Context: an optimization exercise on an open-source flow, tuned for small area, a short achievable clock period and few clock cycles per item. The choices shown serve that exercise and are no tape-out recipe. Where RTL was checked, it was by simulation tests only, not by an equivalence proof against the original. No functional check of the RTL was part of run 2. The clock port is modelled as an ideal driver, which makes a skipped or thinned clock tree look cheaper than it is; a real chip needs a root buffer or a tree. Power figures rest on the tool's default switching activity, not on a simulated workload.

[flow/design.v]
`timescale 1ns / 1ps
module fc_layer #(
    parameter IN_SIZE = 75,
    parameter OUT_SIZE = 10,
    parameter DATA_WIDTH = 16
)(
    input  wire clk,
    input  wire reset_n,
    input  wire start_fc,
    input  wire data_valid,
    input  wire signed [DATA_WIDTH-1:0] map_in_serial,
    input  wire signed [DATA_WIDTH-1:0] weight_serial,
    input  wire signed [DATA_WIDTH-1:0] bias_serial,
    output reg finish_fc,
    output reg signed [DATA_WIDTH-1:0] predict_out,
    output reg predict_out_valid
);
    localparam IDLE = 2'd0, LD_X = 2'd1, LD_W = 2'd2, LD_B = 2'd3;
    reg [1:0] phase;
    reg [6:0] cnt_i;      
    reg [3:0] cnt_o;      
    reg ring_en;          
    reg ring_ld;          
    reg en;               
    reg first;            
    reg lastp;            
    reg push;             
    reg bv;               
    reg b9;               
    reg [15:0] d;         
    reg [7:0] neg, one, two;
    always @(posedge clk or negedge reset_n) begin
        if (!reset_n) begin
            phase <= IDLE;
            cnt_i <= 7'd0;
            cnt_o <= 4'd0;
            ring_en <= 1'b0;
            ring_ld <= 1'b0;
            en <= 1'b0;
            first <= 1'b0;
            lastp <= 1'b0;
            push <= 1'b0;
            bv <= 1'b0;
            b9 <= 1'b0;
            predict_out_valid <= 1'b0;
            finish_fc <= 1'b0;
        end else begin
            ring_en <= data_valid && (phase == LD_X || phase == LD_W);
            ring_ld <= (phase == LD_X);
            en <= data_valid && (phase == LD_W);
            first <= data_valid && (phase == LD_W) && (cnt_i == 7'd0);
            lastp <= data_valid && (phase == LD_W) && (cnt_i == IN_SIZE-1) && (cnt_o != OUT_SIZE-1);
            push <= lastp;
            bv <= data_valid && (phase == LD_B);
            b9 <= (cnt_o == OUT_SIZE-1);
            predict_out_valid <= bv;
            finish_fc <= bv && b9;
            if (start_fc) begin
                phase <= LD_X;
                cnt_i <= 7'd0;
                cnt_o <= 4'd0;
            end else if (data_valid) begin
                case (phase)
                    LD_X: begin
                        if (cnt_i == IN_SIZE-1) begin
                            cnt_i <= 7'd0;
                            phase <= LD_W;
                        end else
                            cnt_i <= cnt_i + 7'd1;
                    end
                    LD_W: begin
                        if (cnt_i == IN_SIZE-1) begin
                            cnt_i <= 7'd0;
                            if (cnt_o == OUT_SIZE-1) begin
                                cnt_o <= 4'd0;
                                phase <= LD_B;
                            end else
                                cnt_o <= cnt_o + 4'd1;
                        end else
                            cnt_i <= cnt_i + 7'd1;
                    end
                    LD_B: begin
                        if (cnt_o == OUT_SIZE-1) begin
                            cnt_o <= 4'd0;
                            phase <= IDLE;
                        end else
                            cnt_o <= cnt_o + 4'd1;
                    end
                    default: ;
                endcase
            end
        end
    end
    always @(posedge clk) begin
        d <= (phase == LD_X) ? map_in_serial : bias_serial;
    end
    wire [15:0] wv = (data_valid && phase == LD_W) ? weight_serial : 16'd0;
    wire [16:0] wx = {wv, 1'b0};
    integer b;
    always @(posedge clk)
        for (b = 0; b < 8; b = b + 1) begin
            neg[b] <= wx[2*b+2];
            one[b] <= wx[2*b+1] ^ wx[2*b];
            two[b] <= (wx[2*b+2] & ~wx[2*b+1] & ~wx[2*b]) | (~wx[2*b+2] & wx[2*b+1] & wx[2*b]);
        end
    reg [16*IN_SIZE-1:0] ring;
    wire [15:0] x = ring[15:0];
    always @(posedge clk)
        if (ring_en)
            ring <= {ring_ld ? d : x, ring[16*IN_SIZE-1:16]};
    reg [28:0] acc_s, acc_c;
    wire [28:0] as_ = first ? 29'd1638400 : acc_s;
    wire [28:0] ac_ = first ? 29'd0 : acc_c;
    wire pp1;
    wire pp2;
    wire pp3;
    wire pp4;
    wire pp5;
    wire pp6;
    wire pp7;
    wire pp8;
    wire pp9;
    wire pp10;
    wire pp11;
    wire pp12;
    wire pp13;
    wire pp14;
    wire pp15;
    wire pp16;
    wire pp17;
    wire pp18;
    wire pp19;
    wire pp20;
    wire pp21;
    wire pp22;
    wire pp23;
    wire pp24;
    wire pp25;
    wire pp26;
    wire pp27;
    wire pp28;
    wire pp29;
    wire pp30;
    wire pp31;
    wire pp32;
    wire pp33;
    wire pp34;
    wire pp35;
    wire pp36;
    wire pp37;
    wire pp38;
    wire pp39;
    wire pp40;
    wire pp41;
    wire pp42;
    wire pp43;
    wire pp44;
    wire pp45;
    wire pp46;
    wire pp47;
    wire pp48;
    wire pp49;
    wire pp50;
    wire pp51;
    wire pp52;
    wire pp53;
    wire pp54;
    wire pp55;
    wire pp56;
    wire pp57;
    wire pp58;
    wire pp59;
    wire pp60;
    wire pp61;
    wire pp62;
    wire pp63;
    wire pp64;
    wire pp65;
    wire pp66;
    wire pp67;
    wire pp68;
    wire pp69;
    wire pp70;
    wire pp71;
    wire pp72;
    wire pp73;
    wire pp74;
    wire pp75;
    wire pp76;
    wire pp77;
    wire pp78;
    wire pp79;
    wire pp80;
    wire pp81;
    wire pp82;
    wire pp83;
    wire pp84;
    wire pp85;
    wire pp86;
    wire pp87;
    wire pp88;
    wire pp89;
    wire pp90;
    wire pp91;
    wire pp92;
    wire pp93;
    wire pp94;
    wire pp95;
    wire pp96;
    wire pp97;
    wire pp98;
    wire pp99;
    wire pp100;
    wire pp101;
    wire pp102;
    wire pp103;
    wire pp104;
    wire pp105;
    wire pp106;
    wire pp107;
    wire pp108;
    wire pp109;
    wire pp110;
    wire pp111;
    wire pp112;
    wire pp113;
    wire pp114;
    wire pp115;
    wire pp116;
    wire pp117;
    wire pp118;
    wire pp119;
    wire pp120;
    wire pp121;
    wire pp122;
    wire pp123;
    wire pp124;
    wire pp125;
    wire pp126;
    wire pp127;
    wire pp128;
    wire pp129;
    wire pp130;
    wire pp131;
    wire pp132;
    wire pp133;
    wire pp134;
    wire s135;
    wire c136;
    wire s137;
    wire c138;
    wire s139;
    wire c140;
    wire s141;
    wire c142;
    wire s143;
    wire c144;
    wire s145;
    wire c146;
    wire s147;
    wire c148;
    wire s149;
    wire c150;
    wire s151;
    wire c152;
    wire s153;
    wire c154;
    wire s155;
    wire c156;
    wire s157;
    wire c158;
    wire s159;
    wire c160;
    wire s161;
    wire c162;
    wire s163;
    wire c164;
    wire s165;
    wire c166;
    wire s167;
    wire c168;
    wire s169;
    wire c170;
    wire s171;
    wire c172;
    wire s173;
    wire c174;
    wire s175;
    wire c176;
    wire s177;
    wire c178;
    wire s179;
    wire c180;
    wire s181;
    wire c182;
    wire s183;
    wire c184;
    wire s185;
    wire c186;
    wire s187;
    wire c188;
    wire s189;
    wire c190;
    wire s191;
    wire c192;
    wire s193;
    wire c194;
    wire s195;
    wire c196;
    wire s197;
    wire c198;
    wire s199;
    wire c200;
    wire s201;
    wire c202;
    wire s203;
    wire c204;
    wire s205;
    wire c206;
    wire s207;
    wire c208;
    wire s209;
    wire c210;
    wire s211;
    wire c212;
    wire s213;
    wire c214;
    wire s215;
    wire c216;
    wire s217;
    wire c218;
    wire s219;
    wire c220;
    wire s221;
    wire c222;
    wire s223;
    wire c224;
    wire s225;
    wire c226;
    wire s227;
    wire c228;
    wire s229;
    wire c230;
    wire s231;
    wire c232;
    wire s233;
    wire c234;
    wire s235;
    wire c236;
    wire s237;
    wire c238;
    wire s239;
    wire c240;
    wire s241;
    wire c242;
    wire s243;
    wire c244;
    wire s245;
    wire c246;
    wire s247;
    wire c248;
    wire s249;
    wire c250;
    wire s251;
    wire c252;
    wire s253;
    wire c254;
    wire s255;
    wire c256;
    wire s257;
    wire c258;
    wire s259;
    wire c260;
    wire s261;
    wire c262;
    wire s263;
    wire c264;
    wire s265;
    wire c266;
    wire s267;
    wire c268;
    wire s269;
    wire c270;
    wire s271;
    wire c272;
    wire s273;
    wire c274;
    wire s275;
    wire c276;
    wire s277;
    wire c278;
    wire s279;
    wire c280;
    wire s281;
    wire c282;
    wire s283;
    wire c284;
    wire s285;
    wire c286;
    wire s287;
    wire c288;
    wire s289;
    wire c290;
    wire s291;
    wire c292;
    wire s293;
    wire c294;
    wire s295;
    wire c296;
    wire s297;
    wire c298;
    wire s299;
    wire c300;
    wire s301;
    wire c302;
    wire s303;
    wire c304;
    wire s305;
    wire c306;
    wire s307;
    wire c308;
    wire s309;
    wire c310;
    wire s311;
    wire c312;
    wire s313;
    wire c314;
    wire s315;
    wire c316;
    wire s317;
    wire c318;
    wire s319;
    wire c320;
    wire s321;
    wire c322;
    wire s323;
    wire c324;
    wire s325;
    wire c326;
    wire s327;
    wire c328;
    wire s329;
    wire c330;
    wire s331;
    wire c332;
    wire s333;
    wire c334;
    wire s335;
    wire c336;
    wire s337;
    wire c338;
    wire s339;
    wire c340;
    wire s341;
    wire c342;
    wire s343;
    wire c344;
    wire s345;
    wire c346;
    wire s347;
    wire c348;
    wire s349;
    wire c350;
    wire s351;
    wire c352;
    wire s353;
    wire c354;
    wire s355;
    wire c356;
    wire s357;
    wire c358;
    wire s359;
    wire c360;
    wire s361;
    wire c362;
    wire s363;
    wire c364;
    wire s365;
    wire c366;
    wire s367;
    wire c368;
    wire s369;
    wire c370;
    wire s371;
    wire c372;
    wire s373;
    wire c374;
    wire s375;
    wire c376;
    wire s377;
    wire c378;
    wire s379;
    wire c380;
    wire s381;
    wire c382;
    wire s383;
    wire c384;
    wire s385;
    wire c386;
    wire s387;
    wire c388;
    wire s389;
    wire c390;
    wire s391;
    wire c392;
    wire s393;
    wire c394;
    wire s395;
    wire c396;
    wire s397;
    wire c398;
    wire s399;
    wire c400;
    wire s401;
    wire c402;
    wire s403;
    wire c404;
    wire s405;
    wire c406;
    wire s407;
    wire c408;
    wire s409;
    wire c410;
    wire s411;
    wire c412;
    wire s413;
    wire c414;
    wire s415;
    wire c416;
    wire s417;
    wire c418;
    wire s419;
    wire c420;
    wire s421;
    wire c422;
    wire s423;
    wire c424;
    wire s425;
    wire c426;
    wire s427;
    wire c428;
    wire s429;
    wire c430;
    wire s431;
    wire c432;
    wire s433;
    wire c434;
    wire s435;
    wire c436;
    wire s437;
    wire c438;
    wire s439;
    wire c440;
    wire s441;
    wire c442;
    wire s443;
    wire c444;
    wire s445;
    wire c446;
    wire s447;
    wire c448;
    wire s449;
    wire c450;
    wire s451;
    wire c452;
    wire s453;
    wire c454;
    wire s455;
    wire c456;
    wire s457;
    wire c458;
    wire s459;
    wire c460;
    assign pp1 = ((one[0] & x[0])) ^ neg[0];
    assign pp2 = ((one[0] & x[1]) | (two[0] & x[0])) ^ neg[0];
    assign pp3 = ((one[0] & x[2]) | (two[0] & x[1])) ^ neg[0];
    assign pp4 = ((one[0] & x[3]) | (two[0] & x[2])) ^ neg[0];
    assign pp5 = ((one[0] & x[4]) | (two[0] & x[3])) ^ neg[0];
    assign pp6 = ((one[0] & x[5]) | (two[0] & x[4])) ^ neg[0];
    assign pp7 = ((one[0] & x[6]) | (two[0] & x[5])) ^ neg[0];
    assign pp8 = ((one[0] & x[7]) | (two[0] & x[6])) ^ neg[0];
    assign pp9 = ((one[0] & x[8]) | (two[0] & x[7])) ^ neg[0];
    assign pp10 = ((one[0] & x[9]) | (two[0] & x[8])) ^ neg[0];
    assign pp11 = ((one[0] & x[10]) | (two[0] & x[9])) ^ neg[0];
    assign pp12 = ((one[0] & x[11]) | (two[0] & x[10])) ^ neg[0];
    assign pp13 = ((one[0] & x[12]) | (two[0] & x[11])) ^ neg[0];
    assign pp14 = ((one[0] & x[13]) | (two[0] & x[12])) ^ neg[0];
    assign pp15 = ((one[0] & x[14]) | (two[0] & x[13])) ^ neg[0];
    assign pp16 = ((one[0] & x[15]) | (two[0] & x[14])) ^ neg[0];
    assign pp17 = en & ~(((one[0] & x[15]) | (two[0] & x[15])) ^ neg[0]);
    assign pp18 = ((one[1] & x[0])) ^ neg[1];
    assign pp19 = ((one[1] & x[1]) | (two[1] & x[0])) ^ neg[1];
    assign pp20 = ((one[1] & x[2]) | (two[1] & x[1])) ^ neg[1];
    assign pp21 = ((one[1] & x[3]) | (two[1] & x[2])) ^ neg[1];
    assign pp22 = ((one[1] & x[4]) | (two[1] & x[3])) ^ neg[1];
    assign pp23 = ((one[1] & x[5]) | (two[1] & x[4])) ^ neg[1];
    assign pp24 = ((one[1] & x[6]) | (two[1] & x[5])) ^ neg[1];
    assign pp25 = ((one[1] & x[7]) | (two[1] & x[6])) ^ neg[1];
    assign pp26 = ((one[1] & x[8]) | (two[1] & x[7])) ^ neg[1];
    assign pp27 = ((one[1] & x[9]) | (two[1] & x[8])) ^ neg[1];
    assign pp28 = ((one[1] & x[10]) | (two[1] & x[9])) ^ neg[1];
    assign pp29 = ((one[1] & x[11]) | (two[1] & x[10])) ^ neg[1];
    assign pp30 = ((one[1] & x[12]) | (two[1] & x[11])) ^ neg[1];
    assign pp31 = ((one[1] & x[13]) | (two[1] & x[12])) ^ neg[1];
    assign pp32 = ((one[1] & x[14]) | (two[1] & x[13])) ^ neg[1];
    assign pp33 = ((one[1] & x[15]) | (two[1] & x[14])) ^ neg[1];
    assign pp34 = en & ~(((one[1] & x[15]) | (two[1] & x[15])) ^ neg[1]);
    assign pp35 = ((one[2] & x[0])) ^ neg[2];
    assign pp36 = ((one[2] & x[1]) | (two[2] & x[0])) ^ neg[2];
    assign pp37 = ((one[2] & x[2]) | (two[2] & x[1])) ^ neg[2];
    assign pp38 = ((one[2] & x[3]) | (two[2] & x[2])) ^ neg[2];
    assign pp39 = ((one[2] & x[4]) | (two[2] & x[3])) ^ neg[2];
    assign pp40 = ((one[2] & x[5]) | (two[2] & x[4])) ^ neg[2];
    assign pp41 = ((one[2] & x[6]) | (two[2] & x[5])) ^ neg[2];
    assign pp42 = ((one[2] & x[7]) | (two[2] & x[6])) ^ neg[2];
    assign pp43 = ((one[2] & x[8]) | (two[2] & x[7])) ^ neg[2];
    assign pp44 = ((one[2] & x[9]) | (two[2] & x[8])) ^ neg[2];
    assign pp45 = ((one[2] & x[10]) | (two[2] & x[9])) ^ neg[2];
    assign pp46 = ((one[2] & x[11]) | (two[2] & x[10])) ^ neg[2];
    assign pp47 = ((one[2] & x[12]) | (two[2] & x[11])) ^ neg[2];
    assign pp48 = ((one[2] & x[13]) | (two[2] & x[12])) ^ neg[2];
    assign pp49 = ((one[2] & x[14]) | (two[2] & x[13])) ^ neg[2];
    assign pp50 = ((one[2] & x[15]) | (two[2] & x[14])) ^ neg[2];
    assign pp51 = en & ~(((one[2] & x[15]) | (two[2] & x[15])) ^ neg[2]);
    assign pp52 = ((one[3] & x[0])) ^ neg[3];
    assign pp53 = ((one[3] & x[1]) | (two[3] & x[0])) ^ neg[3];
    assign pp54 = ((one[3] & x[2]) | (two[3] & x[1])) ^ neg[3];
    assign pp55 = ((one[3] & x[3]) | (two[3] & x[2])) ^ neg[3];
    assign pp56 = ((one[3] & x[4]) | (two[3] & x[3])) ^ neg[3];
    assign pp57 = ((one[3] & x[5]) | (two[3] & x[4])) ^ neg[3];
    assign pp58 = ((one[3] & x[6]) | (two[3] & x[5])) ^ neg[3];
    assign pp59 = ((one[3] & x[7]) | (two[3] & x[6])) ^ neg[3];
    assign pp60 = ((one[3] & x[8]) | (two[3] & x[7])) ^ neg[3];
    assign pp61 = ((one[3] & x[9]) | (two[3] & x[8])) ^ neg[3];
    assign pp62 = ((one[3] & x[10]) | (two[3] & x[9])) ^ neg[3];
    assign pp63 = ((one[3] & x[11]) | (two[3] & x[10])) ^ neg[3];
    assign pp64 = ((one[3] & x[12]) | (two[3] & x[11])) ^ neg[3];
    assign pp65 = ((one[3] & x[13]) | (two[3] & x[12])) ^ neg[3];
    assign pp66 = ((one[3] & x[14]) | (two[3] & x[13])) ^ neg[3];
    assign pp67 = ((one[3] & x[15]) | (two[3] & x[14])) ^ neg[3];
    assign pp68 = en & ~(((one[3] & x[15]) | (two[3] & x[15])) ^ neg[3]);
    assign pp69 = ((one[4] & x[0])) ^ neg[4];
    assign pp70 = ((one[4] & x[1]) | (two[4] & x[0])) ^ neg[4];
    assign pp71 = ((one[4] & x[2]) | (two[4] & x[1])) ^ neg[4];
    assign pp72 = ((one[4] & x[3]) | (two[4] & x[2])) ^ neg[4];
    assign pp73 = ((one[4] & x[4]) | (two[4] & x[3])) ^ neg[4];
    assign pp74 = ((one[4] & x[5]) | (two[4] & x[4])) ^ neg[4];
    assign pp75 = ((one[4] & x[6]) | (two[4] & x[5])) ^ neg[4];
    assign pp76 = ((one[4] & x[7]) | (two[4] & x[6])) ^ neg[4];
    assign pp77 = ((one[4] & x[8]) | (two[4] & x[7])) ^ neg[4];
    assign pp78 = ((one[4] & x[9]) | (two[4] & x[8])) ^ neg[4];
    assign pp79 = ((one[4] & x[10]) | (two[4] & x[9])) ^ neg[4];
    assign pp80 = ((one[4] & x[11]) | (two[4] & x[10])) ^ neg[4];
    assign pp81 = ((one[4] & x[12]) | (two[4] & x[11])) ^ neg[4];
    assign pp82 = ((one[4] & x[13]) | (two[4] & x[12])) ^ neg[4];
    assign pp83 = ((one[4] & x[14]) | (two[4] & x[13])) ^ neg[4];
    assign pp84 = ((one[4] & x[15]) | (two[4] & x[14])) ^ neg[4];
    assign pp85 = en & ~(((one[4] & x[15]) | (two[4] & x[15])) ^ neg[4]);
    assign pp86 = ((one[5] & x[0])) ^ neg[5];
    assign pp87 = ((one[5] & x[1]) | (two[5] & x[0])) ^ neg[5];
    assign pp88 = ((one[5] & x[2]) | (two[5] & x[1])) ^ neg[5];
    assign pp89 = ((one[5] & x[3]) | (two[5] & x[2])) ^ neg[5];
    assign pp90 = ((one[5] & x[4]) | (two[5] & x[3])) ^ neg[5];
    assign pp91 = ((one[5] & x[5]) | (two[5] & x[4])) ^ neg[5];
    assign pp92 = ((one[5] & x[6]) | (two[5] & x[5])) ^ neg[5];
    assign pp93 = ((one[5] & x[7]) | (two[5] & x[6])) ^ neg[5];
    assign pp94 = ((one[5] & x[8]) | (two[5] & x[7])) ^ neg[5];
    assign pp95 = ((one[5] & x[9]) | (two[5] & x[8])) ^ neg[5];
    assign pp96 = ((one[5] & x[10]) | (two[5] & x[9])) ^ neg[5];
    assign pp97 = ((one[5] & x[11]) | (two[5] & x[10])) ^ neg[5];
    assign pp98 = ((one[5] & x[12]) | (two[5] & x[11])) ^ neg[5];
    assign pp99 = ((one[5] & x[13]) | (two[5] & x[12])) ^ neg[5];
    assign pp100 = ((one[5] & x[14]) | (two[5] & x[13])) ^ neg[5];
    assign pp101 = ((one[5] & x[15]) | (two[5] & x[14])) ^ neg[5];
    assign pp102 = en & ~(((one[5] & x[15]) | (two[5] & x[15])) ^ neg[5]);
    assign pp103 = ((one[6] & x[0])) ^ neg[6];
    assign pp104 = ((one[6] & x[1]) | (two[6] & x[0])) ^ neg[6];
    assign pp105 = ((one[6] & x[2]) | (two[6] & x[1])) ^ neg[6];
    assign pp106 = ((one[6] & x[3]) | (two[6] & x[2])) ^ neg[6];
    assign pp107 = ((one[6] & x[4]) | (two[6] & x[3])) ^ neg[6];
    assign pp108 = ((one[6] & x[5]) | (two[6] & x[4])) ^ neg[6];
    assign pp109 = ((one[6] & x[6]) | (two[6] & x[5])) ^ neg[6];
    assign pp110 = ((one[6] & x[7]) | (two[6] & x[6])) ^ neg[6];
    assign pp111 = ((one[6] & x[8]) | (two[6] & x[7])) ^ neg[6];
    assign pp112 = ((one[6] & x[9]) | (two[6] & x[8])) ^ neg[6];
    assign pp113 = ((one[6] & x[10]) | (two[6] & x[9])) ^ neg[6];
    assign pp114 = ((one[6] & x[11]) | (two[6] & x[10])) ^ neg[6];
    assign pp115 = ((one[6] & x[12]) | (two[6] & x[11])) ^ neg[6];
    assign pp116 = ((one[6] & x[13]) | (two[6] & x[12])) ^ neg[6];
    assign pp117 = ((one[6] & x[14]) | (two[6] & x[13])) ^ neg[6];
    assign pp118 = ((one[6] & x[15]) | (two[6] & x[14])) ^ neg[6];
    assign pp119 = en & ~(((one[6] & x[15]) | (two[6] & x[15])) ^ neg[6]);
    assign pp120 = ((one[7] & x[0])) ^ neg[7];
    assign pp121 = ((one[7] & x[1]) | (two[7] & x[0])) ^ neg[7];
    assign pp122 = ((one[7] & x[2]) | (two[7] & x[1])) ^ neg[7];
    assign pp123 = ((one[7] & x[3]) | (two[7] & x[2])) ^ neg[7];
    assign pp124 = ((one[7] & x[4]) | (two[7] & x[3])) ^ neg[7];
    assign pp125 = ((one[7] & x[5]) | (two[7] & x[4])) ^ neg[7];
    assign pp126 = ((one[7] & x[6]) | (two[7] & x[5])) ^ neg[7];
    assign pp127 = ((one[7] & x[7]) | (two[7] & x[6])) ^ neg[7];
    assign pp128 = ((one[7] & x[8]) | (two[7] & x[7])) ^ neg[7];
    assign pp129 = ((one[7] & x[9]) | (two[7] & x[8])) ^ neg[7];
    assign pp130 = ((one[7] & x[10]) | (two[7] & x[9])) ^ neg[7];
    assign pp131 = ((one[7] & x[11]) | (two[7] & x[10])) ^ neg[7];
    assign pp132 = ((one[7] & x[12]) | (two[7] & x[11])) ^ neg[7];
    assign pp133 = ((one[7] & x[13]) | (two[7] & x[12])) ^ neg[7];
    assign pp134 = ((one[7] & x[14]) | (two[7] & x[13])) ^ neg[7];
    assign {c136, s135} = pp13 + pp28;
    assign {c138, s137} = pp14 + pp29;
    assign {c140, s139} = pp15 + pp30 + pp45;
    assign {c142, s141} = pp60 + pp75;
    assign {c144, s143} = pp16 + pp31 + pp46;
    assign {c146, s145} = pp61 + pp76;
    assign {c148, s147} = pp17 + pp32 + pp47;
    assign {c150, s149} = pp62 + pp77;
    assign {c152, s151} = pp33 + pp48 + pp63;
    assign {c154, s153} = pp34 + pp49;
    assign {c156, s155} = pp7 + pp22;
    assign {c158, s157} = pp8 + pp23;
    assign {c160, s159} = pp9 + pp24 + pp39;
    assign {c162, s161} = pp54 + pp69;
    assign {c164, s163} = pp10 + pp25 + pp40;
    assign {c166, s165} = pp55 + pp70;
    assign {c168, s167} = pp11 + pp26 + pp41;
    assign {c170, s169} = pp56 + pp71 + pp86;
    assign {c172, s171} = neg[5] + as_[10];
    assign {c174, s173} = pp12 + pp27 + pp42;
    assign {c176, s175} = pp57 + pp72 + pp87;
    assign {c178, s177} = as_[11] + ac_[11];
    assign {c180, s179} = s135 + pp43 + pp58;
    assign {c182, s181} = pp73 + pp88 + pp103;
    assign {c184, s183} = neg[6] + as_[12] + ac_[12];
    assign {c186, s185} = c136 + s137 + pp44;
    assign {c188, s187} = pp59 + pp74 + pp89;
    assign {c190, s189} = pp104 + as_[13] + ac_[13];
    assign {c192, s191} = c138 + s139 + s141;
    assign {c194, s193} = pp90 + pp105 + pp120;
    assign {c196, s195} = neg[7] + as_[14] + ac_[14];
    assign {c198, s197} = c140 + c142 + s143;
    assign {c200, s199} = s145 + pp91 + pp106;
    assign {c202, s201} = pp121 + as_[15] + ac_[15];
    assign {c204, s203} = c144 + c146 + s147;
    assign {c206, s205} = s149 + pp92 + pp107;
    assign {c208, s207} = pp122 + as_[16] + ac_[16];
    assign {c210, s209} = c148 + c150 + s151;
    assign {c212, s211} = pp78 + pp93 + pp108;
    assign {c214, s213} = pp123 + as_[17] + ac_[17];
    assign {c216, s215} = c152 + s153 + pp64;
    assign {c218, s217} = pp79 + pp94 + pp109;
    assign {c220, s219} = pp124 + as_[18] + ac_[18];
    assign {c222, s221} = c154 + pp50 + pp65;
    assign {c224, s223} = pp80 + pp95 + pp110;
    assign {c226, s225} = pp125 + as_[19] + ac_[19];
    assign {c228, s227} = pp51 + pp66 + pp81;
    assign {c230, s229} = pp96 + pp111 + pp126;
    assign {c232, s231} = as_[20] + ac_[20];
    assign {c234, s233} = pp67 + pp82 + pp97;
    assign {c236, s235} = pp112 + pp127 + as_[21];
    assign {c238, s237} = pp68 + pp83 + pp98;
    assign {c240, s239} = pp113 + pp128;
    assign {c242, s241} = pp84 + pp99 + pp114;
    assign {c244, s243} = pp85 + pp100;
    assign {c246, s245} = pp3 + pp18;
    assign {c248, s247} = pp4 + pp19;
    assign {c250, s249} = pp5 + pp20 + pp35;
    assign {c252, s251} = neg[2] + as_[4];
    assign {c254, s253} = pp6 + pp21 + pp36;
    assign {c256, s255} = as_[5] + ac_[5];
    assign {c258, s257} = s155 + pp37 + pp52;
    assign {c260, s259} = neg[3] + as_[6] + ac_[6];
    assign {c262, s261} = c156 + s157 + pp38;
    assign {c264, s263} = pp53 + as_[7] + ac_[7];
    assign {c266, s265} = c158 + s159 + s161;
    assign {c268, s267} = neg[4] + as_[8] + ac_[8];
    assign {c270, s269} = c160 + c162 + s163;
    assign {c272, s271} = s165 + as_[9] + ac_[9];
    assign {c274, s273} = c164 + c166 + s167;
    assign {c276, s275} = s169 + s171 + ac_[10];
    assign {c278, s277} = c168 + c170 + c172;
    assign {c280, s279} = s173 + s175 + s177;
    assign {c282, s281} = c174 + c176 + c178;
    assign {c284, s283} = s179 + s181 + s183;
    assign {c286, s285} = c180 + c182 + c184;
    assign {c288, s287} = s185 + s187 + s189;
    assign {c290, s289} = c186 + c188 + c190;
    assign {c292, s291} = s191 + s193 + s195;
    assign {c294, s293} = c192 + c194 + c196;
    assign {c296, s295} = s197 + s199 + s201;
    assign {c298, s297} = c198 + c200 + c202;
    assign {c300, s299} = s203 + s205 + s207;
    assign {c302, s301} = c204 + c206 + c208;
    assign {c304, s303} = s209 + s211 + s213;
    assign {c306, s305} = c210 + c212 + c214;
    assign {c308, s307} = s215 + s217 + s219;
    assign {c310, s309} = c216 + c218 + c220;
    assign {c312, s311} = s221 + s223 + s225;
    assign {c314, s313} = c222 + c224 + c226;
    assign {c316, s315} = s227 + s229 + s231;
    assign {c318, s317} = c228 + c230 + c232;
    assign {c320, s319} = s233 + s235 + ac_[21];
    assign {c322, s321} = c234 + c236 + s237;
    assign {c324, s323} = s239 + as_[22] + ac_[22];
    assign {c326, s325} = c238 + c240 + s241;
    assign {c328, s327} = pp129 + as_[23] + ac_[23];
    assign {c330, s329} = c242 + s243 + pp115;
    assign {c332, s331} = pp130 + as_[24] + ac_[24];
    assign {c334, s333} = c244 + pp101 + pp116;
    assign {c336, s335} = pp131 + as_[25] + ac_[25];
    assign {c338, s337} = pp102 + pp117 + pp132;
    assign {c340, s339} = as_[26] + ac_[26];
    assign {c342, s341} = pp118 + pp133 + as_[27];
    assign {c344, s343} = pp119 + pp134;
    assign {c346, s345} = pp1 + neg[0];
    assign {c348, s347} = pp2 + as_[1];
    assign {c350, s349} = s245 + neg[1] + as_[2];
    assign {c352, s351} = c246 + s247 + as_[3];
    assign {c354, s353} = c248 + s249 + s251;
    assign {c356, s355} = c250 + c252 + s253;
    assign {c358, s357} = c254 + c256 + s257;
    assign {c360, s359} = c258 + c260 + s261;
    assign {c362, s361} = c262 + c264 + s265;
    assign {c364, s363} = c266 + c268 + s269;
    assign {c366, s365} = c270 + c272 + s273;
    assign {c368, s367} = c274 + c276 + s277;
    assign {c370, s369} = c278 + c280 + s281;
    assign {c372, s371} = c282 + c284 + s285;
    assign {c374, s373} = c286 + c288 + s289;
    assign {c376, s375} = c290 + c292 + s293;
    assign {c378, s377} = c294 + c296 + s297;
    assign {c380, s379} = c298 + c300 + s301;
    assign {c382, s381} = c302 + c304 + s305;
    assign {c384, s383} = c306 + c308 + s309;
    assign {c386, s385} = c310 + c312 + s313;
    assign {c388, s387} = c314 + c316 + s317;
    assign {c390, s389} = c318 + c320 + s321;
    assign {c392, s391} = c322 + c324 + s325;
    assign {c394, s393} = c326 + c328 + s329;
    assign {c396, s395} = c330 + c332 + s333;
    assign {c398, s397} = c334 + c336 + s337;
    assign {c400, s399} = c338 + c340 + s341;
    assign {c402, s401} = c342 + s343 + as_[28];
    assign {c404, s403} = s345 + as_[0];
    assign {c406, s405} = c346 + s347 + ac_[1];
    assign {c408, s407} = c348 + s349 + ac_[2];
    assign {c410, s409} = c350 + s351 + ac_[3];
    assign {c412, s411} = c352 + s353 + ac_[4];
    assign {c414, s413} = c354 + s355 + s255;
    assign {c416, s415} = c356 + s357 + s259;
    assign {c418, s417} = c358 + s359 + s263;
    assign {c420, s419} = c360 + s361 + s267;
    assign {c422, s421} = c362 + s363 + s271;
    assign {c424, s423} = c364 + s365 + s275;
    assign {c426, s425} = c366 + s367 + s279;
    assign {c428, s427} = c368 + s369 + s283;
    assign {c430, s429} = c370 + s371 + s287;
    assign {c432, s431} = c372 + s373 + s291;
    assign {c434, s433} = c374 + s375 + s295;
    assign {c436, s435} = c376 + s377 + s299;
    assign {c438, s437} = c378 + s379 + s303;
    assign {c440, s439} = c380 + s381 + s307;
    assign {c442, s441} = c382 + s383 + s311;
    assign {c444, s443} = c384 + s385 + s315;
    assign {c446, s445} = c386 + s387 + s319;
    assign {c448, s447} = c388 + s389 + s323;
    assign {c450, s449} = c390 + s391 + s327;
    assign {c452, s451} = c392 + s393 + s331;
    assign {c454, s453} = c394 + s395 + s335;
    assign {c456, s455} = c396 + s397 + s339;
    assign {c458, s457} = c398 + s399 + ac_[27];
    assign {c460, s459} = c400 + s401 + ac_[28];
    always @(posedge clk) begin
        acc_s <= {c458, c456, c454, c452, c450, c448, c446, c444, c442, c440, c438, c436, c434, c432, c430, c428, c426, c424, c422, c420, c418, c416, c414, c412, c410, c408, c406, c404, s403};
        acc_c <= {s459, s457, s455, s453, s451, s449, s447, s445, s443, s441, s439, s437, s435, s433, s431, s429, s427, s425, s423, s421, s419, s417, s415, s413, s411, s409, s407, s405, ac_[0]};
    end
    wire [28:0] sum = acc_s + acc_c;
    reg [16*(OUT_SIZE-1)-1:0] psum;
    always @(posedge clk)
        if (push || bv)
            psum <= {sum[28:13], psum[16*(OUT_SIZE-1)-1:16]};
    always @(posedge clk)
        predict_out <= psum[15:0] + d;
endmodule
[flow/standard.sh]
#!/bin/bash
# synth_recipe.tcl (not shown) runs the flow's synth.tcl, then flattens the netlist and writes it again
# the make line also repeats each setting of config.mk as NAME=value (left out here)
make -C /OpenROAD-flow-scripts/flow DESIGN_CONFIG=/design/flow/config.mk WORK_HOME=/design/flow/orfs CLKGATE_MAP_FILE= SYNTH_SCRIPT=/design/flow/synth_recipe.tcl "${@:-finish}"
[flow/flow/run.sh]
#!/bin/bash
# Standard ORFS layout (the standard.sh: ORFS synthesis and steps).
# Differences:
# - synthesis skips Yosys's early "abc -fast" (SYNTH_ARGS=-noabc), so the
#   full adders written out in the RTL are extracted without inverters
#   between them; registers (names and cells) are the same as the standard
#   synthesis, and ORFS's own ABC mapping still runs;
# - the resizer's repair_timing is asked for a setup margin, so it works on
#   paths well below the 15 ns period; ABC maps for a shorter period;
# - ports get buf_1 buffers (the resizer upsizes them where timing needs it);
# - CTS inserts no dummy loads;
set -euo pipefail
VARS=(SYNTH_ARGS=-noabc SETUP_SLACK_MARGIN=10.95 ABC_CLOCK_PERIOD_IN_PS=3800
  "BUFFER_PORTS_ARGS=-buffer_cell sky130_fd_sc_hd__buf_1"
  "CTS_ARGS=-sink_clustering_enable -repair_clock_nets -sink_clustering_size 30 -sink_clustering_max_diameter 100 -dont_use_dummy_load")
bash standard.sh "${VARS[@]}" cts > standard_flow_cts.log 2>&1
ODB=orfs/results/sky130hd/fc_layer/base/4_cts.odb CLK_PORT=clk \
  openroad -no_init -exit flow/noroot.tcl > noroot.log 2>&1
bash standard.sh "${VARS[@]}" finish > standard_flow_finish.log 2>&1
[flow/constraint.sdc]
create_clock -name core_clock -period 15.0 [get_ports {clk}]
set_input_delay 3.0000 -clock core_clock [delete_from_list [all_inputs] [get_ports {clk}]]
set_output_delay 3.0000 -clock core_clock [all_outputs]
set_load 0.01 [all_outputs]
[flow/config.mk]
export PLATFORM = sky130hd
export DESIGN_NAME = fc_layer
export DESIGN_NICKNAME = fc_layer
export VERILOG_FILES = /design/flow/design.v
export SDC_FILE = /design/flow/constraint.sdc
export NUM_CORES = 4
export LEC_CHECK = 0
export CAP_MARGIN = 20
export CORE_MARGIN = 2
export CORE_UTILIZATION = 65
export CTS_CLUSTER_DIAMETER = 100
export CTS_CLUSTER_SIZE = 30
export PLACE_DENSITY = 0.75
export SLEW_MARGIN = 20
export SYNTH_MEMORY_MAX_BITS = 16384
[flow/flow/noroot.tcl]
read_db $::env(ODB)
set block [ord::get_db_block]
set clkport [$block findBTerm $::env(CLK_PORT)]
set clknet [$clkport getNet]
set its [$clknet getITerms]
puts "noroot: clock port net [$clknet getName] has [llength $its] cell pins"
if {[llength $its] != 1} { puts "noroot: unexpected, leaving the tree as it is"; exit 0 }
set rootA [lindex $its 0]
set root [$rootA getInst]
set master [[$root getMaster] getName]
if {![string match "sky130_fd_sc_hd__clkbuf_*" $master]} { puts "noroot: root is $master, leaving"; exit 0 }
set rootX [$root findITerm X]
set net0 [$rootX getNet]
set sinks {}
foreach it [$net0 getITerms] {
  if {[$it getInst] ne $root} { lappend sinks $it }
}
puts "noroot: root [$root getName] ($master) drives [llength $sinks] pins"
if {[llength $sinks] > 4 || [llength [$net0 getBTerms]] > 0} { puts "noroot: too many, leaving"; exit 0 }
foreach it $sinks {
  set m [[[$it getInst] getMaster] getName]
  if {![string match "sky130_fd_sc_hd__clkbuf_*" $m]} { puts "noroot: sink is $m, leaving"; exit 0 }
}
foreach it $sinks {
  $it disconnect
  $it connect $clknet
}
$rootA disconnect
$rootX disconnect
odb::dbInst_destroy $root
odb::dbNet_destroy $net0
puts "noroot: clock port now drives [llength [$clknet getITerms]] pins"
write_db $::env(ODB)
==> summary.txt, run 1 <==
Status
  • Status: finished clean

Timing
  • Final period util: 0.2629
  • Setup violations, final: 0
  • Slew @ Worst Pin: 1.135 ns
  • Final hold viol count: 0
  • Final Max Slew Viols: 0
  • Post-route minimum period: 3.944 ns
  • RSZ-0062 raised after global routing: false
  • Fmax: 0.2536 GHz
  • Setup TNS: 0 ns
  • Skew final: 0.06266 ns
  • Worst slew margin: 0.2435
  • Final WS setup: 11.06 ns

Placement
  • Detailed Place HPWL: 44610 um
  • Post-DP Area: 0.05341 mm^2
  • Placed Cells: 3520
  • Port bufs: 69
  • Routability cong.: 0.8892
  • Worst slack, placed: 10.27 ns

Pwr
  • Worst VDD drop: 0.1088 mV
  • P_sw: 1.241 mW
  • Combinational share of power: 0.017
  • PwrDens: 120.8 mW/mm^2
  • Switching share of power: 0.1866
  • Clk pwr share: 0.262
  • P_leak: 19.50 nW
  • Power Internal: 5.410 mW
  • Sequential share of power: 0.721

Synthesis
  • Post-synthesis instance area: 0.05195 mm^2
  • Synth unique cells: 52
  • Top post-synthesis cells by area: edfxtp_1 78%, fa_1 5.3%, dfxtp_1 4.4%, xnor2_1 2.6%, ha_1 1.8%
  • Cell taking the most area after synthesis: edfxtp_1
  • Seq/Total Area, Yosys: 0.8315
  • Count of flip-flops with a built-in enable after synthesis: 1344
  • Mapped Cells: 2462
  • Commonest register cell after synthesis: edfxtp_1
  • Synth warn: 1
  • FF+latch count, synth: 1480
  • Synth top area share: 0.7769
  • FFs w/ async S/R, synth: 0.01554
  • Synthesized area per cell: 21.10 um^2
  • Synthesized Nets: 2726

Global route
  • Vias in the first global route: 21390
  • Total track usage: 0.2024
  • Aggregate global routing overflow: 0
  • Initial antenna violation count: 3
  • Largest net degree at the start of global routing: 208
  • First-pass GRT wire length: 125900 um

Worst setup path
  • Critical Path AT: 0.94 ns
  • Buf/Inv on CP: 1
  • Startpoint Class: register
  • Critical path type: register to output pin
  • Delay-heaviest family, CP: flip-flops
  • R2R Setup Slk: 11.08 ns
  • Crit-path slowest cell: dfrtp_1
  • CP max FO: 1
  • CP endpoint kind: output pin
  • Crit path required time: 12.00 ns
  • Max stage delay on crit path: 0.37 ns
  • Stages on the worst setup path: 1
  • Cell Chain, Critical Path: buf_1
  • Worst r2r path cells: 7

Drt
  • Routed wire length: 82350 um
  • Routed len/inst: 22.92 um
  • Post-route DRC: 0
  • First drt pass iteration count: 7
  • Vias: 20900
  • Vias per cell: 5.816
  • Iteration-0 DRC Markers: 2054
  • DRT antenna net count: 0

Die
  • CORE AREA: 0.07900 mm^2
  • # IOs: 70
  • Die width: 286.7 um
  • Die Y: 286.7 um
  • # rows: 103
  • DIE AREA: 0.08220 mm^2
  • Initial core utilization: 0.6576

Finish
  • Finished Core Util: 0.6969
  • Diodes inserted: 0
  • Nets: 2809
  • FILL cells: 4667
  • Fin cells: 3593
  • Layout cell share with drive strength beyond 1: 0.07000
  • Post-route cell area: 0.05505 mm^2
  • Area delta synth->final: 5.981%

Clock network
  • Worst skew pair latency: 0.45 ns
  • Clock-pin transition on the worst setup and hold timing paths: 0.11 ns
  • Clk sinks: 1480

Job
  • Max-cap violations: 0

Worst hold path
  • Hold path cells: 0
  • Worst Hold Class: register to register
per-layer routing:
| metal | vias up | share of wire | global-route usage |
|---|---|---|---|
| met3 | 102 | 0.048 | 0.02758 |
| met2 | 577 | 0.48 | 0.3280 |
| met1 | 10830 | 0.45 | 0.3020 |
| li1 | 9384 | - | - |
| met5 | - | 0.00016 | 0 |
| met4 | 2 | 0.019 | 0.04346 |
state kept, by name, indices dropped and copies added, names as in the netlist, 2 cells and up:
register / flops
predict_out: 16
ring: 1200
psum: 144
d: 16
acc_c: 28
acc_s: 29
cnt_o: 4
two: 8
phase: 2
cnt_i: 7
one: 8
neg: 8
worst reg2reg max path, stage by stage, from the launching register on:
cell and delay, ns:
dfxtp_1 0.83, a22oi_1 0.22, xnor2_1 0.22, fa_1 0.48, fa_1 0.56, fa_1 0.48
fa_1 0.56, fa_1 0.44
cell families (layout without fill, tap and decap cells):
logic type,count (synthesis),after routing,share of synthesized area
adder cells (fa/ha/maj),212,212,0.07101
multiplexers,35,35,0.007587
AO/OA/AOI/OAI,231,231,0.03061
XOR/XNOR,174,174,0.02934
AND/OR/NAND/NOR,225,225,0.02230
flip-flops,1480,1480,0.8315
buffers and inverters,105,186,0.007611
cells in the final DEF, fill, tap and decap left out, types with 43 or more instances in the layout:
master / n
nand2_1: 43
nor2_1: 55
fa_1: 138
edfxtp_1: 1344
ha_1: 74
buf_1: 52
a22oi_1: 121
xnor2_1: 157
dfxtp_1: 102
clkbuf_16: 56
nor2b_1: 55
final cells by class:
| type | count | area, um^2 | share of cell area |
|---|---|---|---|
| tap | 1050 | 1314 | 0.02386 |
| inverter | 18 | 67.56 | 0.001227 |
| multi-input combinational | 877 | 8361 | 0.1519 |
| timing repair buffer | 112 | 696.9 | 0.01266 |
| clock buffer | 56 | 1401 | 0.02545 |
| sequential | 1480 | 43210 | 0.7849 |
final timing paths:
check,to,startpoint
hold reg to reg,push$_DFF_PN0_,lastp$_DFF_PN0_
min in group asynchronous,finish_fc$_DFF_PN0_,reset_n
setup / recovery,predict_out_valid,predict_out_valid$_DFF_PN0_
setup reg to reg,acc_c[19]$_DFF_P_,one[1]$_DFF_P_
hold / removal,push$_DFF_PN0_,lastp$_DFF_PN0_
max in group asynchronous,ring_en$_DFF_PN0_,reset_n
metrics by stage:
step	hold WS, ns	total power [mW]
final	0.3453	6.651
after global placement	0.3423	4.974
after floorplan	0.3312	4.952
after global routing	0.3677	6.854
after CTS	0.3513	6.749
after detailed placement	0.3411	4.986
synth_stat cells (2+ instances only):
cell,count
o21bai_1,3
a31oi_1,6
and2_1,9
and4_1,2
nor2b_1,55
nand2b_1,3
o31ai_1,3
a21oi_1,39
xnor2_1,157
o21ai_0,29
o21a_1,2
ha_1,74
fa_1,138
a21o_1,10
and3_1,15
dfxtp_1,113
a211o_1,3
inv_1,18
nand2_1,43
nor3_1,9
dfrtp_1,23
nand4_1,5
a22oi_1,121
buf_1,2
clkbuf_1,84
nor2_1,55
nand3_1,11
edfxtp_1,1344
mux2_2,35
a311oi_1,2
a211oi_1,2
or3_1,2
nand3b_1,4
or2_2,7
xor2_1,17
timing repair:
item                       4_1_cts  5_1_grt
setup endpoints to repair      471      465
gates resized for setup         33        7
buffers inserted                 0       17
hold buffers                     0        0
power by group through the flow:
stage | Sequential [mW] | Combinational [mW] | Clock [mW]
detailed placement | 4.88 | 0.102 | 0
finish | 4.80 | 0.115 | 1.74
floorplan | 4.92 | 0.0286 | 0
global route | 4.82 | 0.128 | 1.91
CTS | 4.81 | 0.106 | 1.84
global placement | 4.88 | 0.0963 | 0
Testbench counts, summed over its fixed seeds: cycles 53,568, images 64.
==> run 2: changes to the inputs <==
--- a/flow/design.v
+++ b/flow/design.v
@@ -24,4 +24,5 @@
     reg en;               
     reg first;            
+    reg first_d;          
     reg lastp;            
     reg push;             
@@ -39,4 +40,5 @@
             en <= 1'b0;
             first <= 1'b0;
+            first_d <= 1'b0;
             lastp <= 1'b0;
             push <= 1'b0;
@@ -52,4 +54,5 @@
             lastp <= data_valid && (phase == LD_W) && (cnt_i == IN_SIZE-1) && (cnt_o != OUT_SIZE-1);
             push <= lastp;
+            first_d <= first;
             bv <= data_valid && (phase == LD_B);
             b9 <= (cnt_o == OUT_SIZE-1);
@@ -109,7 +112,4 @@
         if (ring_en)
             ring <= {ring_ld ? d : x, ring[16*IN_SIZE-1:16]};
-    reg [28:0] acc_s, acc_c;
-    wire [28:0] as_ = first ? 29'd1638400 : acc_s;
-    wire [28:0] ac_ = first ? 29'd0 : acc_c;
     wire pp1;
     wire pp2;
@@ -456,120 +456,4 @@
     wire s343;
     wire c344;
-    wire s345;
-    wire c346;
-    wire s347;
-    wire c348;
-    wire s349;
-    wire c350;
-    wire s351;
-    wire c352;
-    wire s353;
-    wire c354;
-    wire s355;
-    wire c356;
-    wire s357;
-    wire c358;
-    wire s359;
-    wire c360;
-    wire s361;
-    wire c362;
-    wire s363;
-    wire c364;
-    wire s365;
-    wire c366;
-    wire s367;
-    wire c368;
-    wire s369;
-    wire c370;
-    wire s371;
-    wire c372;
-    wire s373;
-    wire c374;
-    wire s375;
-    wire c376;
-    wire s377;
-    wire c378;
-    wire s379;
-    wire c380;
-    wire s381;
-    wire c382;
-    wire s383;
-    wire c384;
-    wire s385;
-    wire c386;
-    wire s387;
-    wire c388;
-    wire s389;
-    wire c390;
-    wire s391;
-    wire c392;
-    wire s393;
-    wire c394;
-    wire s395;
-    wire c396;
-    wire s397;
-    wire c398;
-    wire s399;
-    wire c400;
-    wire s401;
-    wire c402;
-    wire s403;
-    wire c404;
-    wire s405;
-    wire c406;
-    wire s407;
-    wire c408;
-    wire s409;
-    wire c410;
-    wire s411;
-    wire c412;
-    wire s413;
-    wire c414;
-    wire s415;
-    wire c416;
-    wire s417;
-    wire c418;
-    wire s419;
-    wire c420;
-    wire s421;
-    wire c422;
-    wire s423;
-    wire c424;
-    wire s425;
-    wire c426;
-    wire s427;
-    wire c428;
-    wire s429;
-    wire c430;
-    wire s431;
-    wire c432;
-    wire s433;
-    wire c434;
-    wire s435;
-    wire c436;
-    wire s437;
-    wire c438;
-    wire s439;
-    wire c440;
-    wire s441;
-    wire c442;
-    wire s443;
-    wire c444;
-    wire s445;
-    wire c446;
-    wire s447;
-    wire c448;
-    wire s449;
-    wire c450;
-    wire s451;
-    wire c452;
-    wire s453;
-    wire c454;
-    wire s455;
-    wire c456;
-    wire s457;
-    wire c458;
-    wire s459;
-    wire c460;
     assign pp1 = ((one[0] & x[0])) ^ neg[0];
     assign pp2 = ((one[0] & x[1]) | (two[0] & x[0])) ^ neg[0];
@@ -706,172 +590,121 @@
     assign pp133 = ((one[7] & x[13]) | (two[7] & x[12])) ^ neg[7];
     assign pp134 = ((one[7] & x[14]) | (two[7] & x[13])) ^ neg[7];
-    assign {c136, s135} = pp13 + pp28;
-    assign {c138, s137} = pp14 + pp29;
-    assign {c140, s139} = pp15 + pp30 + pp45;
-    assign {c142, s141} = pp60 + pp75;
-    assign {c144, s143} = pp16 + pp31 + pp46;
-    assign {c146, s145} = pp61 + pp76;
-    assign {c148, s147} = pp17 + pp32 + pp47;
-    assign {c150, s149} = pp62 + pp77;
-    assign {c152, s151} = pp33 + pp48 + pp63;
-    assign {c154, s153} = pp34 + pp49;
-    assign {c156, s155} = pp7 + pp22;
-    assign {c158, s157} = pp8 + pp23;
-    assign {c160, s159} = pp9 + pp24 + pp39;
-    assign {c162, s161} = pp54 + pp69;
-    assign {c164, s163} = pp10 + pp25 + pp40;
-    assign {c166, s165} = pp55 + pp70;
-    assign {c168, s167} = pp11 + pp26 + pp41;
-    assign {c170, s169} = pp56 + pp71 + pp86;
-    assign {c172, s171} = neg[5] + as_[10];
-    assign {c174, s173} = pp12 + pp27 + pp42;
-    assign {c176, s175} = pp57 + pp72 + pp87;
-    assign {c178, s177} = as_[11] + ac_[11];
-    assign {c180, s179} = s135 + pp43 + pp58;
-    assign {c182, s181} = pp73 + pp88 + pp103;
-    assign {c184, s183} = neg[6] + as_[12] + ac_[12];
-    assign {c186, s185} = c136 + s137 + pp44;
-    assign {c188, s187} = pp59 + pp74 + pp89;
-    assign {c190, s189} = pp104 + as_[13] + ac_[13];
-    assign {c192, s191} = c138 + s139 + s141;
-    assign {c194, s193} = pp90 + pp105 + pp120;
-    assign {c196, s195} = neg[7] + as_[14] + ac_[14];
-    assign {c198, s197} = c140 + c142 + s143;
-    assign {c200, s199} = s145 + pp91 + pp106;
-    assign {c202, s201} = pp121 + as_[15] + ac_[15];
-    assign {c204, s203} = c144 + c146 + s147;
-    assign {c206, s205} = s149 + pp92 + pp107;
-    assign {c208, s207} = pp122 + as_[16] + ac_[16];
-    assign {c210, s209} = c148 + c150 + s151;
-    assign {c212, s211} = pp78 + pp93 + pp108;
-    assign {c214, s213} = pp123 + as_[17] + ac_[17];
-    assign {c216, s215} = c152 + s153 + pp64;
-    assign {c218, s217} = pp79 + pp94 + pp109;
-    assign {c220, s219} = pp124 + as_[18] + ac_[18];
-    assign {c222, s221} = c154 + pp50 + pp65;
-    assign {c224, s223} = pp80 + pp95 + pp110;
-    assign {c226, s225} = pp125 + as_[19] + ac_[19];
-    assign {c228, s227} = pp51 + pp66 + pp81;
-    assign {c230, s229} = pp96 + pp111 + pp126;
-    assign {c232, s231} = as_[20] + ac_[20];
-    assign {c234, s233} = pp67 + pp82 + pp97;
-    assign {c236, s235} = pp112 + pp127 + as_[21];
+    assign {c136, s135} = pp11 + pp26;
+    assign {c138, s137} = pp12 + pp27;
+    assign {c140, s139} = pp13 + pp28 + pp43;
+    assign {c142, s141} = pp58 + pp73;
+    assign {c144, s143} = pp14 + pp29 + pp44;
+    assign {c146, s145} = pp59 + pp74;
+    assign {c148, s147} = pp15 + pp30 + pp45;
+    assign {c150, s149} = pp60 + pp75 + pp90;
+    assign {c152, s151} = pp105 + pp120;
+    assign {c154, s153} = pp16 + pp31 + pp46;
+    assign {c156, s155} = pp61 + pp76 + pp91;
+    assign {c158, s157} = pp106 + pp121;
+    assign {c160, s159} = pp17 + pp32 + pp47;
+    assign {c162, s161} = pp62 + pp77 + pp92;
+    assign {c164, s163} = pp107 + pp122;
+    assign {c166, s165} = pp33 + pp48 + pp63;
+    assign {c168, s167} = pp78 + pp93 + pp108;
+    assign {c170, s169} = pp34 + pp49 + pp64;
+    assign {c172, s171} = pp79 + pp94;
+    assign {c174, s173} = pp50 + pp65 + pp80;
+    assign {c176, s175} = pp51 + pp66;
+    assign {c178, s177} = pp7 + pp22;
+    assign {c180, s179} = pp8 + pp23;
+    assign {c182, s181} = pp9 + pp24 + pp39;
+    assign {c184, s183} = pp54 + pp69;
+    assign {c186, s185} = pp10 + pp25 + pp40;
+    assign {c188, s187} = pp55 + pp70;
+    assign {c190, s189} = s135 + pp41 + pp56;
+    assign {c192, s191} = pp71 + pp86 + neg[5];
+    assign {c194, s193} = c136 + s137 + pp42;
+    assign {c196, s195} = pp57 + pp72 + pp87;
+    assign {c198, s197} = c138 + s139 + s141;
+    assign {c200, s199} = pp88 + pp103 + neg[6];
+    assign {c202, s201} = c140 + c142 + s143;
+    assign {c204, s203} = s145 + pp89 + pp104;
+    assign {c206, s205} = c144 + c146 + s147;
+    assign {c208, s207} = s149 + s151 + neg[7];
+    assign {c210, s209} = c148 + c150 + c152;
+    assign {c212, s211} = s153 + s155 + s157;
+    assign {c214, s213} = c154 + c156 + c158;
+    assign {c216, s215} = s159 + s161 + s163;
+    assign {c218, s217} = c160 + c162 + c164;
+    assign {c220, s219} = s165 + s167 + pp123;
+    assign {c222, s221} = c166 + c168 + s169;
+    assign {c224, s223} = s171 + pp109 + pp124;
+    assign {c226, s225} = c170 + c172 + s173;
+    assign {c228, s227} = pp95 + pp110 + pp125;
+    assign {c230, s229} = c174 + s175 + pp81;
+    assign {c232, s231} = pp96 + pp111 + pp126;
+    assign {c234, s233} = c176 + pp67 + pp82;
+    assign {c236, s235} = pp97 + pp112 + pp127;
     assign {c238, s237} = pp68 + pp83 + pp98;
     assign {c240, s239} = pp113 + pp128;
     assign {c242, s241} = pp84 + pp99 + pp114;
     assign {c244, s243} = pp85 + pp100;
-    assign {c246, s245} = pp3 + pp18;
-    assign {c248, s247} = pp4 + pp19;
-    assign {c250, s249} = pp5 + pp20 + pp35;
-    assign {c252, s251} = neg[2] + as_[4];
-    assign {c254, s253} = pp6 + pp21 + pp36;
-    assign {c256, s255} = as_[5] + ac_[5];
-    assign {c258, s257} = s155 + pp37 + pp52;
-    assign {c260, s259} = neg[3] + as_[6] + ac_[6];
-    assign {c262, s261} = c156 + s157 + pp38;
-    assign {c264, s263} = pp53 + as_[7] + ac_[7];
-    assign {c266, s265} = c158 + s159 + s161;
-    assign {c268, s267} = neg[4] + as_[8] + ac_[8];
-    assign {c270, s269} = c160 + c162 + s163;
-    assign {c272, s271} = s165 + as_[9] + ac_[9];
-    assign {c274, s273} = c164 + c166 + s167;
-    assign {c276, s275} = s169 + s171 + ac_[10];
-    assign {c278, s277} = c168 + c170 + c172;
-    assign {c280, s279} = s173 + s175 + s177;
-    assign {c282, s281} = c174 + c176 + c178;
-    assign {c284, s283} = s179 + s181 + s183;
-    assign {c286, s285} = c180 + c182 + c184;
-    assign {c288, s287} = s185 + s187 + s189;
-    assign {c290, s289} = c186 + c188 + c190;
-    assign {c292, s291} = s191 + s193 + s195;
-    assign {c294, s293} = c192 + c194 + c196;
-    assign {c296, s295} = s197 + s199 + s201;
-    assign {c298, s297} = c198 + c200 + c202;
-    assign {c300, s299} = s203 + s205 + s207;
-    assign {c302, s301} = c204 + c206 + c208;
-    assign {c304, s303} = s209 + s211 + s213;
-    assign {c306, s305} = c210 + c212 + c214;
-    assign {c308, s307} = s215 + s217 + s219;
-    assign {c310, s309} = c216 + c218 + c220;
-    assign {c312, s311} = s221 + s223 + s225;
-    assign {c314, s313} = c222 + c224 + c226;
-    assign {c316, s315} = s227 + s229 + s231;
-    assign {c318, s317} = c228 + c230 + c232;
-    assign {c320, s319} = s233 + s235 + ac_[21];
-    assign {c322, s321} = c234 + c236 + s237;
-    assign {c324, s323} = s239 + as_[22] + ac_[22];
-    assign {c326, s325} = c238 + c240 + s241;
-    assign {c328, s327} = pp129 + as_[23] + ac_[23];
-    assign {c330, s329} = c242 + s243 + pp115;
-    assign {c332, s331} = pp130 + as_[24] + ac_[24];
-    assign {c334, s333} = c244 + pp101 + pp116;
-    assign {c336, s335} = pp131 + as_[25] + ac_[25];
-    assign {c338, s337} = pp102 + pp117 + pp132;
-    assign {c340, s339} = as_[26] + ac_[26];
-    assign {c342, s341} = pp118 + pp133 + as_[27];
+    assign {c246, s245} = pp5 + pp20;
+    assign {c248, s247} = pp6 + pp21;
+    assign {c250, s249} = s177 + pp37 + pp52;
+    assign {c252, s251} = c178 + s179 + pp38;
+    assign {c254, s253} = c180 + s181 + s183;
+    assign {c256, s255} = c182 + c184 + s185;
+    assign {c258, s257} = c186 + c188 + s189;
+    assign {c260, s259} = c190 + c192 + s193;
+    assign {c262, s261} = c194 + c196 + s197;
+    assign {c264, s263} = c198 + c200 + s201;
+    assign {c266, s265} = c202 + c204 + s205;
+    assign {c268, s267} = c206 + c208 + s209;
+    assign {c270, s269} = c210 + c212 + s213;
+    assign {c272, s271} = c214 + c216 + s217;
+    assign {c274, s273} = c218 + c220 + s221;
+    assign {c276, s275} = c222 + c224 + s225;
+    assign {c278, s277} = c226 + c228 + s229;
+    assign {c280, s279} = c230 + c232 + s233;
+    assign {c282, s281} = c234 + c236 + s237;
+    assign {c284, s283} = c238 + c240 + s241;
+    assign {c286, s285} = c242 + s243 + pp115;
+    assign {c288, s287} = c244 + pp101 + pp116;
+    assign {c290, s289} = pp102 + pp117;
+    assign {c292, s291} = pp3 + pp18;
+    assign {c294, s293} = pp4 + pp19;
+    assign {c296, s295} = s245 + pp35 + neg[2];
+    assign {c298, s297} = c246 + s247 + pp36;
+    assign {c300, s299} = c248 + s249 + neg[3];
+    assign {c302, s301} = c250 + s251 + pp53;
+    assign {c304, s303} = c252 + s253 + neg[4];
+    assign {c306, s305} = c254 + s255 + s187;
+    assign {c308, s307} = c256 + s257 + s191;
+    assign {c310, s309} = c258 + s259 + s195;
+    assign {c312, s311} = c260 + s261 + s199;
+    assign {c314, s313} = c262 + s263 + s203;
+    assign {c316, s315} = c264 + s265 + s207;
+    assign {c318, s317} = c266 + s267 + s211;
+    assign {c320, s319} = c268 + s269 + s215;
+    assign {c322, s321} = c270 + s271 + s219;
+    assign {c324, s323} = c272 + s273 + s223;
+    assign {c326, s325} = c274 + s275 + s227;
+    assign {c328, s327} = c276 + s277 + s231;
+    assign {c330, s329} = c278 + s279 + s235;
+    assign {c332, s331} = c280 + s281 + s239;
+    assign {c334, s333} = c282 + s283 + pp129;
+    assign {c336, s335} = c284 + s285 + pp130;
+    assign {c338, s337} = c286 + s287 + pp131;
+    assign {c340, s339} = c288 + s289 + pp132;
+    assign {c342, s341} = c290 + pp118 + pp133;
     assign {c344, s343} = pp119 + pp134;
-    assign {c346, s345} = pp1 + neg[0];
-    assign {c348, s347} = pp2 + as_[1];
-    assign {c350, s349} = s245 + neg[1] + as_[2];
-    assign {c352, s351} = c246 + s247 + as_[3];
-    assign {c354, s353} = c248 + s249 + s251;
-    assign {c356, s355} = c250 + c252 + s253;
-    assign {c358, s357} = c254 + c256 + s257;
-    assign {c360, s359} = c258 + c260 + s261;
-    assign {c362, s361} = c262 + c264 + s265;
-    assign {c364, s363} = c266 + c268 + s269;
-    assign {c366, s365} = c270 + c272 + s273;
-    assign {c368, s367} = c274 + c276 + s277;
-    assign {c370, s369} = c278 + c280 + s281;
-    assign {c372, s371} = c282 + c284 + s285;
-    assign {c374, s373} = c286 + c288 + s289;
-    assign {c376, s375} = c290 + c292 + s293;
-    assign {c378, s377} = c294 + c296 + s297;
-    assign {c380, s379} = c298 + c300 + s301;
-    assign {c382, s381} = c302 + c304 + s305;
-    assign {c384, s383} = c306 + c308 + s309;
-    assign {c386, s385} = c310 + c312 + s313;
-    assign {c388, s387} = c314 + c316 + s317;
-    assign {c390, s389} = c318 + c320 + s321;
-    assign {c392, s391} = c322 + c324 + s325;
-    assign {c394, s393} = c326 + c328 + s329;
-    assign {c396, s395} = c330 + c332 + s333;
-    assign {c398, s397} = c334 + c336 + s337;
-    assign {c400, s399} = c338 + c340 + s341;
-    assign {c402, s401} = c342 + s343 + as_[28];
-    assign {c404, s403} = s345 + as_[0];
-    assign {c406, s405} = c346 + s347 + ac_[1];
-    assign {c408, s407} = c348 + s349 + ac_[2];
-    assign {c410, s409} = c350 + s351 + ac_[3];
-    assign {c412, s411} = c352 + s353 + ac_[4];
-    assign {c414, s413} = c354 + s355 + s255;
-    assign {c416, s415} = c356 + s357 + s259;
-    assign {c418, s417} = c358 + s359 + s263;
-    assign {c420, s419} = c360 + s361 + s267;
-    assign {c422, s421} = c362 + s363 + s271;
-    assign {c424, s423} = c364 + s365 + s275;
-    assign {c426, s425} = c366 + s367 + s279;
-    assign {c428, s427} = c368 + s369 + s283;
-    assign {c430, s429} = c370 + s371 + s287;
-    assign {c432, s431} = c372 + s373 + s291;
-    assign {c434, s433} = c374 + s375 + s295;
-    assign {c436, s435} = c376 + s377 + s299;
-    assign {c438, s437} = c378 + s379 + s303;
-    assign {c440, s439} = c380 + s381 + s307;
-    assign {c442, s441} = c382 + s383 + s311;
-    assign {c444, s443} = c384 + s385 + s315;
-    assign {c446, s445} = c386 + s387 + s319;
-    assign {c448, s447} = c388 + s389 + s323;
-    assign {c450, s449} = c390 + s391 + s327;
-    assign {c452, s451} = c392 + s393 + s331;
-    assign {c454, s453} = c394 + s395 + s335;
-    assign {c456, s455} = c396 + s397 + s339;
-    assign {c458, s457} = c398 + s399 + ac_[27];
-    assign {c460, s459} = c400 + s401 + ac_[28];
+    reg [28:0] pp_s, pp_c;
     always @(posedge clk) begin
-        acc_s <= {c458, c456, c454, c452, c450, c448, c446, c444, c442, c440, c438, c436, c434, c432, c430, c428, c426, c424, c422, c420, c418, c416, c414, c412, c410, c408, c406, c404, s403};
-        acc_c <= {s459, s457, s455, s453, s451, s449, s447, s445, s443, s441, s439, s437, s435, s433, s431, s429, s427, s425, s423, s421, s419, s417, s415, s413, s411, s409, s407, s405, ac_[0]};
+        pp_s <= {c342, c340, c338, c336, c334, c332, c330, c328, c326, c324, c322, c320, c318, c316, c314, c312, c310, c308, c306, c304, c302, c300, c298, c296, c294, c292, s291, pp2, pp1};
+        pp_c <= {s343, s341, s339, s337, s335, s333, s331, s329, s327, s325, s323, s321, s319, s317, s315, s313, s311, s309, s307, s305, s303, s301, s299, s297, s295, s293, neg[1], 1'b0, neg[0]};
     end
-    wire [28:0] sum = acc_s + acc_c;
+    reg [28:0] acc;
+    wire [28:0] acc_in = first_d ? 29'd1638400 : acc;
+    wire [28:0] t_s = acc_in ^ pp_s ^ pp_c;
+    wire [28:0] t_c = (acc_in & pp_s) | (acc_in & pp_c) | (pp_s & pp_c);
+    wire [28:0] sum = t_s + {t_c[27:0], 1'b0};    
+    always @(posedge clk)
+        acc <= sum;
     reg [16*(OUT_SIZE-1)-1:0] psum;
     always @(posedge clk)
--- a/flow/flow/run.sh
+++ b/flow/flow/run.sh
@@ -11,5 +11,5 @@
 # - CTS inserts no dummy loads;
 set -euo pipefail
-VARS=(SYNTH_ARGS=-noabc SETUP_SLACK_MARGIN=10.95 ABC_CLOCK_PERIOD_IN_PS=3800
+VARS=(SYNTH_ARGS=-noabc SETUP_SLACK_MARGIN=11.05 ABC_CLOCK_PERIOD_IN_PS=3800
   "BUFFER_PORTS_ARGS=-buffer_cell sky130_fd_sc_hd__buf_1"
   "CTS_ARGS=-sink_clustering_enable -repair_clock_nets -sink_clustering_size 30 -sink_clustering_max_diameter 100 -dont_use_dummy_load")
==> run 2 against run 1 <==
Net effect: core utilization hardly changed; sequential power up 2%; highest routed layer unchanged; area after synthesis rose by 0.62%; largest power group unchanged; clock skew rose by 0.0067 ns; non-clock buffer count is 21 lower; still clean on timing, DRC and antenna; total power up 1.2%; clock power is essentially flat.
==> summary.txt, run 2 <==
Synthesis
  • Synthesized area per cell: 20.90 um^2
  • Top post-synthesis cells by area: edfxtp_1 77%, dfxtp_1 5.4%, fa_1 4.3%, xnor2_1 2.7%, a22oi_1 1.7%
  • Cell taking the most area after synthesis: edfxtp_1
  • FFs w/ async S/R, synth: 0.01589
  • Commonest register cell after synthesis: edfxtp_1
  • Top-count cell post-synth: edfxtp_1
  • Synth warn: 1
  • Mapped Cells: 2501
  • FF+latch count, synth: 1510

Drt
  • Vias: 21060
  • Vias per cell: 5.817
  • DRT antenna net count: 0
  • Post-route DRC: 0

Clock network
  • Clk sinks: 1510
  • Worst skew pair latency: 0.48 ns

Timing
  • Final Max Slew Viols: 0
  • Fmax: 0.2517 GHz
  • RSZ-0062 raised after global routing: true
  • Worst slew margin: 0.2779
  • Final period util: 0.2649
  • Setup TNS: 0 ns
  • Setup violations, final: 0

Pwr
  • P_sw: 1.243 mW
  • Sequential share of power: 0.724
  • Clk pwr share: 0.259
  • Combinational share of power: 0.017

Die
  • Die Y: 287.6 um
  • CORE AREA: 0.07926 mm^2
  • # rows: 103
  • Initial core utilization: 0.6595

Finish
  • Most frequent cells in the layout: 1344 x edfxtp_1, 159 x xnor2_1, 134 x dfxtp_1, 120 x a22oi_1, 113 x fa_1
  • Finished Core Util: 0.6972
  • Nets: 2802
  • Most common cell after layout, fill and taps aside: edfxtp_1
  • Top Registers: ring: 1200 flops, psum: 144 flops
  • Max reg flops: 1200
  • Area delta synth->final: 5.716%

Worst setup path
  • Buf/Inv on CP: 1
  • Crit-path slowest cell: dfrtp_1
  • Critical Path AT: 0.97 ns
  • Critical path type: register to output pin
  • CP max FO: 1

Global route
  • Aggregate global routing overflow: 0
  • Total track usage: 0.1871
  • Largest net degree at the start of global routing: 200
  • First-pass GRT wire length: 118900 um

Worst hold path
  • Worst Hold Class: register to register

Placement
  • Post-DP Area: 0.05371 mm^2

Status
  • Status: finished clean
[run 2: area by class of cell]
class	instances	area [um^2]	area share
flip-flops and latches	1510	43820	0.7929
multi-input cells	892	8114	0.1468
clock buffers	56	1401	0.02536
well taps	1050	1314	0.02378
repair buffers	91	539.3	0.009759
inverters	14	52.55	0.0009510
diodes	8	20.02	0.0003623
[run 2: path summary, 6_finish.rpt]
check / slack [ns] / startpoint / endpoint / cells after the start
min: 0.38 / ring[1108]$_DFFE_PP_ / ring[1092]$_DFFE_PP_ / 0
max: 11.03 / finish_fc$_DFF_PN0_ / finish_fc / 1
max reg2reg: 11.28 / first_d$_DFF_PN0_ / psum[141]$_DFFE_PP_ / 11
max in group asynchronous: 12.21 / reset_n / ring_ld$_DFF_PN0_ / 2
min reg2reg: 0.38 / ring[1108]$_DFFE_PP_ / ring[1092]$_DFFE_PP_ / 0
min in group asynchronous: 2.50 / reset_n / b9$_DFF_PN0_ / 2
[run 2: layer usage]
metal,global-route usage,part of all wire,up-vias
met5,0,0.00017,-
met4,0.04844,0.023,2
met3,0.02266,0.057,106
met2,0.2892,0.46,523
met1,0.2907,0.46,10900
li1,-,-,9535
[run 2: cells by family (layout without fill, tap and decap cells)]
logic type	count (synthesis)	count (layout)	synth area share
flip-flops	1510	1510	0.8380
AO/OA/AOI/OAI	261	261	0.03421
AND/OR/NAND/NOR	228	228	0.02186
adder cells (fa/ha/maj)	185	185	0.06051
XOR/XNOR	181	181	0.03033
buffers and inverters	99	161	0.007157
multiplexers	37	37	0.007923
other	0	8	0
[run 2: metrics by stage]
stage / setup slack [ns] / hold WS, ns
2_1_floorplan: 6.178 / 0.3290
3_3_place_gp: 10.68 / 0.3378
3_5_place_dp: 10.54 / 0.3629
4_1_cts: 10.78 / 0.3824
5_1_grt: 10.98 / 0.3719
6_report: 11.03 / 0.3800
[run 2: power by group through the flow]
stage          clock [mW]  combinational (mW)  sequential (mW)
2_1_floorplan           0              0.0366             5.01
3_3_place_gp            0               0.105             4.96
3_5_place_dp            0               0.111             4.97
4_1_cts              1.85               0.114             4.88
5_1_grt              1.93               0.128             4.89
6_report             1.74               0.114             4.88
[run 2: worst register-to-register path: stages (launching register included)]
cell,delay (ns)
dfrtp_1,0.36
buf_4,0.24
nor2b_1,0.23
fa_1,0.44
ha_1,0.37
a21o_1,0.21
a31o_2,0.24
o21ai_1,0.27
a21oi_1,0.21
or4b_1,0.59
nor3b_1,0.19
nor3_1,0.21
[run 2: what timing repair did]
action,4_1_cts,5_1_grt
hold buffers,0,0
gates cloned,0,0
pin swaps,0,0
setup endpoints to repair,445,441
buffers inserted,0,1
gates resized for setup,29,12
